Source: an optimization exercise on an open RTL-to-GDS flow (aim: small area). Production flows keep margins and buffers that such runs may drop. The RTL was checked by simulation tests, not by an equivalence proof against the original design. No activity file was given, so power comes from the tool's default toggle rates.

==> flow/design.v (excerpt) <==
module top
#(
    parameter ADDR_WIDTH    = 5,
    parameter DATA_WIDTH    = 32
)
(
    input  logic                  clk,
    input  logic                  rst_n,
    input  logic [1:0]            op_i,
    input  logic [ADDR_WIDTH-1:0] raddr_a_i,
    output logic [DATA_WIDTH-1:0] rdata_a_o,
    input  logic [ADDR_WIDTH-1:0] raddr_b_i,
    output logic [DATA_WIDTH-1:0] rdata_b_o,
    input  logic [ADDR_WIDTH-1:0] waddr_c_i,
    input  logic [DATA_WIDTH-1:0] wdata_c_i,
    input  logic                  we_c_i,
    output logic [DATA_WIDTH-1:0] data_c_o,
    output logic                  c_o
);
Size: ~3600 cells after synthesis, about 1100 flip-flops, ~42000 um^2 of cells after synthesis.
Settings: LEC_CHECK=0, CAP_MARGIN=20, CORE_MARGIN=2, CORE_UTILIZATION=40, CTS_BUF_LIST=sky130_fd_sc_hd__clkbuf_8, CTS_CLUSTER_DIAMETER=50, CTS_CLUSTER_SIZE=16, GPL_TIMING_DRIVEN=0, SETUP_SLACK_MARGIN=0.15, SLEW_MARGIN=20, SYNTH_HIERARCHICAL=1; clock period 9.0 ns.
run.sh (not shown) runs the stock make flow with config.mk's settings and CLKGATE_MAP_FILE= SYNTH_SCRIPT=/design/flow/synth_recipe.tcl, a recipe that flattens the netlist after the stock synthesis.
Edit:
==> flow/flow/run.sh (new file) <==
#!/bin/bash
# The standard layout (the standard.sh, with its synthesis unchanged), with:
#  - plain buf_1 cells as the input/output port buffers,
#  - a clock tree of clkbuf_8 cells in sink clusters of up to 20, without dummy loads.
# make's full output goes to flow_make.log in this folder.
set -euo pipefail
bash standard.sh \
  "BUFFER_PORTS_ARGS=-buffer_cell sky130_fd_sc_hd__buf_1" \
  "CTS_ARGS=-sink_clustering_enable -repair_clock_nets -buf_list sky130_fd_sc_hd__clkbuf_8 -sink_clustering_size 20 -sink_clustering_max_diameter 55 -dont_use_dummy_load" \
  finish > flow_make.log 2>&1
==> flow/standard.sh (new file) <==
#!/bin/bash
# synth_recipe.tcl (not shown) runs the flow's synth.tcl, then flattens the netlist and writes it again
# the make line also repeats each setting of config.mk as NAME=value (left out here)
make -C /OpenROAD-flow-scripts/flow DESIGN_CONFIG=/design/flow/config.mk WORK_HOME=/design/flow/orfs CLKGATE_MAP_FILE= SYNTH_SCRIPT=/design/flow/synth_recipe.tcl "${@:-finish}"
CTS_BUF_LIST = default   (was sky130_fd_sc_hd__clkbuf_8)
CTS_CLUSTER_DIAMETER = default   (was 50)
CTS_CLUSTER_SIZE = default   (was 16)
removed: flow/run.sh
=> The changed run passed the timing, design-rule and antenna checks; die area is unchanged; non-clock buffer count went down by 12; maximum frequency is about the same; global-route usage came out lower by 0.86 points; synthesized area stays the same; worst setup slack loses 0.010 ns.
Edit:
==> flow/flow/run.sh (replaced) <==
#!/bin/bash
# The standard layout (the standard.sh, with its synthesis unchanged), with:
#  - plain buf_1 cells as the input/output port buffers,
#  - a clock tree of clkbuf_8 cells in sink clusters of up to 18, without dummy loads.
# make's full output goes to flow_make.log in this folder.
set -euo pipefail
bash standard.sh \
  "BUFFER_PORTS_ARGS=-buffer_cell sky130_fd_sc_hd__buf_1" \
  "CTS_ARGS=-sink_clustering_enable -repair_clock_nets -buf_list sky130_fd_sc_hd__clkbuf_8 -sink_clustering_size 18 -sink_clustering_max_diameter 55 -dont_use_dummy_load" \
  finish > flow_make.log 2>&1
CAP_MARGIN = 0   (was 20)
SLEW_MARGIN = 0   (was 20)
Result:
- fmax came out higher by 1.4%
- core utilization came out lower by 1.4 points
- total power came out lower by about 0.8%
- routed wire length is about the same

========
## run 1
top again, from the RTL that the note above started with.
clock: 9.0 ns
lec_check: 0
cap_margin: 20
core_margin: 2
core_utilization: 40
gpl_timing_driven: 0
setup_slack_margin: 0.08
slew_margin: 20
synth_hierarchical: 1
standard.sh (not shown) runs the stock make flow with config.mk's settings and CLKGATE_MAP_FILE= SYNTH_SCRIPT=/design/flow/synth_recipe.tcl, a recipe that flattens the netlist after the stock synthesis.
==> flow/flow/run.sh <==
#!/bin/bash
# The standard layout (the standard.sh, with its synthesis unchanged), with:
#  - plain buf_1 cells as the input/output port buffers,
#  - a clock tree of clkbuf_8 cells in sink clusters of up to 18, without dummy loads,
#  - after global routing, flow/dz.tcl swaps gates repair or synthesis upsized for smaller sizes
#    where timing, slew and capacitance allow (its output is in the global route log).
# make's full output goes to flow_make.log in this folder.
set -euo pipefail
bash standard.sh \
  "BUFFER_PORTS_ARGS=-buffer_cell sky130_fd_sc_hd__buf_1" \
  "CTS_ARGS=-sink_clustering_enable -repair_clock_nets -buf_list sky130_fd_sc_hd__clkbuf_8 -sink_clustering_size 18 -sink_clustering_max_diameter 55 -dont_use_dummy_load" \
  "POST_GLOBAL_ROUTE_TCL=$PWD/flow/dz.tcl" \
  finish > flow_make.log 2>&1
==> flow/flow/dz.tcl <==
# Sourced at the end of ORFS's global route step (POST_GLOBAL_ROUTE_TCL), on the
# repaired design with global-route parasitics. Synthesis and repair leave many
# gates and buffers larger than their paths need. Try each such instance (not
# flip-flops, not the clock tree, not port buffers) at the smaller sizes of its
# cell, smallest first, and keep the first that leaves: the worst setup slack and
# the total negative slack no worse, no max-slew or max-capacitance violation, the
# no more pins over 80% of the slew limit (1.2 ns) than before, setup slack at
# the instance's output of at least 0.2 ns.
proc dz_state {} {
  estimate_parasitics -global_routing
  return [list [sta::worst_slack_cmd max] [sta::total_negative_slack_cmd max] \
            [sta::max_slew_violation_count] [sta::max_capacitance_violation_count] \
            [sta::max_slew_check_slack]]
}

global_route -start_incremental
set_max_transition 1.2 [current_design]
set base [dz_state]
puts "dz start: $base"
set ws0 [lindex $base 0]
set tns0 [lindex $base 1]
set slew_floor -1e9
set slew0 [lindex $base 2]
set changed 0
set tried 0
set area_saved 0.0
foreach inst [get_cells *] {
  set m [get_property $inst ref_name]
  if {![regexp {^(sky130_fd_sc_hd__([a-z0-9]+))_([0-9]+)$} $m -> fam short size]} { continue }
  if {[regexp {^(df|edf|sdf|dl|clk|conb|tap|fill|decap|diode)} $short]} { continue }
  set name [get_property $inst full_name]
  if {[regexp {^(input|output)[0-9]+$} $name]} { continue }
  set opins [get_pins -of_objects $inst -filter "direction == output"]
  if {[llength $opins] != 1} { continue }
  set cur_area [get_property [get_lib_cells $m] area]
  set cands {}
  foreach lc [get_lib_cells ${fam}_*] {
    set ln [get_property $lc name]
    if {![regexp "^${fam}_(\[0-9\]+)\$" $ln]} { continue }
    set a [get_property $lc area]
    if {$a < $cur_area - 1e-6} { lappend cands [list $a $ln] }
  }
  if {[llength $cands] == 0} { continue }
  incr tried
  foreach c [lsort -real -index 0 $cands] {
    set cand [lindex $c 1]
    if {[catch {replace_cell $inst $cand}]} { continue }
    set s [dz_state]
    set ps [get_property $opins slack_max]
    if {[lindex $s 0] >= $ws0 - 1e-13 && [lindex $s 1] >= $tns0 - 1e-13
        && [lindex $s 2] <= $slew0 && [lindex $s 3] == 0 && [lindex $s 4] >= $slew_floor
        && $ps >= 0.2} {
      incr changed
      set area_saved [expr {$area_saved + $cur_area - [lindex $c 0]}]
      puts "dz: $name $m -> $cand"
      break
    }
    replace_cell $inst $m
  }
}
set s [dz_state]
puts "dz end: $s; changed $changed of $tried, area saved $area_saved"
set_max_transition 1.5 [current_design]
detailed_placement
global_route -end_incremental
estimate_parasitics -global_routing
Run 1 | stages: all done | timing, DRC, antenna: all pass
What run 2 does differently from run 1 at the input level:
-- flow/flow/dz.tcl --
<<< run 1, line 6
# the total negative slack no worse, no max-slew or max-capacitance violation, the
# no more pins over 80% of the slew limit (1.2 ns) than before, setup slack at
# the instance's output of at least 0.2 ns.
proc dz_state {} {
>>> run 2, line 6
# the total negative slack no worse, no max-slew or max-capacitance violation, the
# worst slew slack at least 0.3 ns (or no worse than before), and setup slack at
# the instance's output of at least 0.3 ns.
proc dz_state {} {
<<< run 1, line 16
global_route -start_incremental
set_max_transition 1.2 [current_design]
set base [dz_state]
>>> run 2, line 16
global_route -start_incremental
set base [dz_state]
<<< run 1, line 21
set tns0 [lindex $base 1]
set slew_floor -1e9
set slew0 [lindex $base 2]
set changed 0
>>> run 2, line 20
set tns0 [lindex $base 1]
set slew_floor [expr {min(0.3, [lindex $base 4])}]
set changed 0
<<< run 1, line 50
    if {[lindex $s 0] >= $ws0 - 1e-13 && [lindex $s 1] >= $tns0 - 1e-13
        && [lindex $s 2] <= $slew0 && [lindex $s 3] == 0 && [lindex $s 4] >= $slew_floor
        && $ps >= 0.2} {
      incr changed
>>> run 2, line 48
    if {[lindex $s 0] >= $ws0 - 1e-13 && [lindex $s 1] >= $tns0 - 1e-13
        && [lindex $s 2] == 0 && [lindex $s 3] == 0 && [lindex $s 4] >= $slew_floor
        && $ps >= 0.3} {
      incr changed
<<< run 1, line 62
puts "dz end: $s; changed $changed of $tried, area saved $area_saved"
set_max_transition 1.5 [current_design]
detailed_placement
>>> run 2, line 60
puts "dz end: $s; changed $changed of $tried, area saved $area_saved"
detailed_placement
==> flow/config.mk <==
export PLATFORM = sky130hd
export DESIGN_NAME = top
export DESIGN_NICKNAME = top
export VERILOG_FILES = /design/flow/design.v
export SDC_FILE = /design/flow/constraint.sdc
export NUM_CORES = 4
export LEC_CHECK = 0
export CAP_MARGIN = 0
export CORE_MARGIN = 2
export CORE_UTILIZATION = 40
export GPL_TIMING_DRIVEN = 0
export SETUP_SLACK_MARGIN = 0.15
export SLEW_MARGIN = 0
export SYNTH_HIERARCHICAL = 1
[summary]
Going from run 1 to run 2, worst setup slack grows by 0.067 ns.
From run 1 to run 2 the numbers moved as follows: power moved down, number of nets in the final layout shows a reduction of 62.
In the tables for run 2 and run 1, final area reads higher with run 1.
From the logs: run 2 reached the end of the flow and failed the layout checks with max-capacitance violations, max-slew violations.
Non-clock buffer count: run 2 < run 1
Status: combinational group share of total power parity (run 1, run 2)
Compared with run 1, the detailed router inserted fewer vias in run 2.
Global-route usage sits lower in run 2 than in run 1.
Relative to run 1, the upper clock frequency limit of run 2 is higher by 0.87 MHz.
Lower core utilization among run 2 and run 1: run 2
[inputs] run 3 vs run 2
-- flow/flow/dz.tcl --
<<< run 2, line 6
# the total negative slack no worse, no max-slew or max-capacitance violation, the
# worst slew slack at least 0.3 ns (or no worse than before), and setup slack at
# the instance's output of at least 0.3 ns.
proc dz_state {} {
>>> run 3, line 6
# the total negative slack no worse, no max-slew or max-capacitance violation, the
# no more pins over 80% of the slew limit (1.2 ns) than before, setup slack at
# the instance's output of at least 0.2 ns.
proc dz_state {} {
<<< run 2, line 16
global_route -start_incremental
set base [dz_state]
>>> run 3, line 16
global_route -start_incremental
set_max_transition 1.2 [current_design]
set base [dz_state]
<<< run 2, line 20
set tns0 [lindex $base 1]
set slew_floor [expr {min(0.3, [lindex $base 4])}]
set changed 0
>>> run 3, line 21
set tns0 [lindex $base 1]
set slew_floor -1e9
set slew0 [lindex $base 2]
set changed 0
<<< run 2, line 48
    if {[lindex $s 0] >= $ws0 - 1e-13 && [lindex $s 1] >= $tns0 - 1e-13
        && [lindex $s 2] == 0 && [lindex $s 3] == 0 && [lindex $s 4] >= $slew_floor
        && $ps >= 0.3} {
      incr changed
>>> run 3, line 50
    if {[lindex $s 0] >= $ws0 - 1e-13 && [lindex $s 1] >= $tns0 - 1e-13
        && [lindex $s 2] <= $slew0 && [lindex $s 3] == 0 && [lindex $s 4] >= $slew_floor
        && $ps >= 0.2} {
      incr changed
<<< run 2, line 60
puts "dz end: $s; changed $changed of $tried, area saved $area_saved"
detailed_placement
>>> run 3, line 62
puts "dz end: $s; changed $changed of $tried, area saved $area_saved"
set_max_transition 1.5 [current_design]
detailed_placement
==> flow/config.mk <==
export PLATFORM = sky130hd
export DESIGN_NAME = top
export DESIGN_NICKNAME = top
export VERILOG_FILES = /design/flow/design.v
export SDC_FILE = /design/flow/constraint.sdc
export NUM_CORES = 4
export LEC_CHECK = 0
export CAP_MARGIN = 10
export CORE_MARGIN = 2
export CORE_UTILIZATION = 40
export GPL_TIMING_DRIVEN = 0
export SETUP_SLACK_MARGIN = 0.08
export SLEW_MARGIN = 10
export SYNTH_HIERARCHICAL = 1
## What came out
- Status for run 3 and run 2: clean finish in run 3 only
- Re power share of the clock group: run 2 was lower than run 3.
- For xor-xnor portion of the synthesized cell area, run 2 and run 3 come out practically identical.
- Sort run 3 and run 2 by worst slew margin relative to its limit asc -> top: run 2
- The clock power number comes out higher for run 3 vs run 2.
- Higher number of CTS-inserted buffers was reported by run 3, not run 2.
- Comparing relative area change from synthesis to final layout for run 3 and run 2, the bigger number came from run 3.
- Between run 3 and run 2, the post-cts gate resize count is higher for run 2.
- Compared to run 2, the routing of run 3 uses more wire.
- The minimum setup slack in the final design of run 3 is lower than that of run 2.
- Comparing number of buffers outside the clock class in the layout for run 3 and run 2, the bigger number came from run 3.
- The tightest hold margin was comparable across run 3 and run 2.
Edits applied to the flow inputs when going from run 3 to run 4:
-- flow/flow/dz.tcl --
<<< run 3, line 6
# the total negative slack no worse, no max-slew or max-capacitance violation, the
# no more pins over 80% of the slew limit (1.2 ns) than before, setup slack at
# the instance's output of at least 0.2 ns.
proc dz_state {} {
>>> run 4, line 6
# the total negative slack no worse, no max-slew or max-capacitance violation, the
# worst slew slack at least 0.3 ns (or no worse than before), and setup slack at
# the instance's output of at least 0.3 ns.
proc dz_state {} {
<<< run 3, line 16
global_route -start_incremental
set_max_transition 1.2 [current_design]
set base [dz_state]
>>> run 4, line 16
global_route -start_incremental
set base [dz_state]
<<< run 3, line 21
set tns0 [lindex $base 1]
set slew_floor -1e9
set slew0 [lindex $base 2]
set changed 0
>>> run 4, line 20
set tns0 [lindex $base 1]
set slew_floor [expr {min(0.3, [lindex $base 4])}]
set changed 0
<<< run 3, line 50
    if {[lindex $s 0] >= $ws0 - 1e-13 && [lindex $s 1] >= $tns0 - 1e-13
        && [lindex $s 2] <= $slew0 && [lindex $s 3] == 0 && [lindex $s 4] >= $slew_floor
        && $ps >= 0.2} {
      incr changed
>>> run 4, line 48
    if {[lindex $s 0] >= $ws0 - 1e-13 && [lindex $s 1] >= $tns0 - 1e-13
        && [lindex $s 2] == 0 && [lindex $s 3] == 0 && [lindex $s 4] >= $slew_floor
        && $ps >= 0.3} {
      incr changed
<<< run 3, line 62
puts "dz end: $s; changed $changed of $tried, area saved $area_saved"
set_max_transition 1.5 [current_design]
detailed_placement
>>> run 4, line 60
puts "dz end: $s; changed $changed of $tried, area saved $area_saved"
detailed_placement
==> flow/config.mk <==
export PLATFORM = sky130hd
export DESIGN_NAME = top
export DESIGN_NICKNAME = top
export VERILOG_FILES = /design/flow/design.v
export SDC_FILE = /design/flow/constraint.sdc
export NUM_CORES = 4
export LEC_CHECK = 0
export CAP_MARGIN = 20
export CORE_MARGIN = 2
export CORE_UTILIZATION = 40
export GPL_TIMING_DRIVEN = 0
export SETUP_SLACK_MARGIN = 0.15
export SLEW_MARGIN = 20
export SYNTH_HIERARCHICAL = 1
[summary]
| number of nets at the end of the flow | run 3 vs run 4 | ≈ equal |
Summary: maximum frequency, run 4 better than run 3
Run 3 -> run 4: worst hold-check slack flat
The net load switching power of run 3 and that of run 4 are within noise of each other.
Diff run 3 -> run 4: design area did not really move, final cell count essentially unchanged.
First element of the critical path = raddr_b_i[0]: run 4; first element of the critical path = raddr_b_i[1]: run 3

==> what the ideal ports hide <==
No port has a modelled driver above. Below, the same layouts with a new extraction and two added sets of constraints. Step 1, drivers: a clkbuf_16 drives clk and a buf_2 each remaining input, both assumed. Step 2, shift: input delay + t, output delay - t, t = (earliest + latest rising clock arrival at the registers) / 2. This alone moves slack from input paths to output paths. Slacks: ideal / step 1 / step 2; pairs: ideal / step 1.
run | t, ns | setup slack, ns | latest minus earliest clock arrival (ns)
the first run of note 1 | 0.886 | 0.126 / 0.101 / 0.101 | 0.066 / 0.066
the second run of note 1 | 0.854 | 0.116 / 0.008 / 0.008 | 0.141 / 0.142
the third run of note 1 | 0.825 | 0.236 / 0.135 / 0.135 | 0.161 / 0.161
run 1 | 0.850 | 0.187 / 0.079 / 0.079 | 0.148 / 0.149
run 2 | 0.833 | 0.254 / 0.147 / 0.147 | 0.162 / 0.162
run 3 | 0.837 | 0.151 / 0.071 / 0.071 | 0.137 / 0.137
run 4 | 0.851 | 0.186 / 0.082 / 0.082 | 0.137 / 0.137
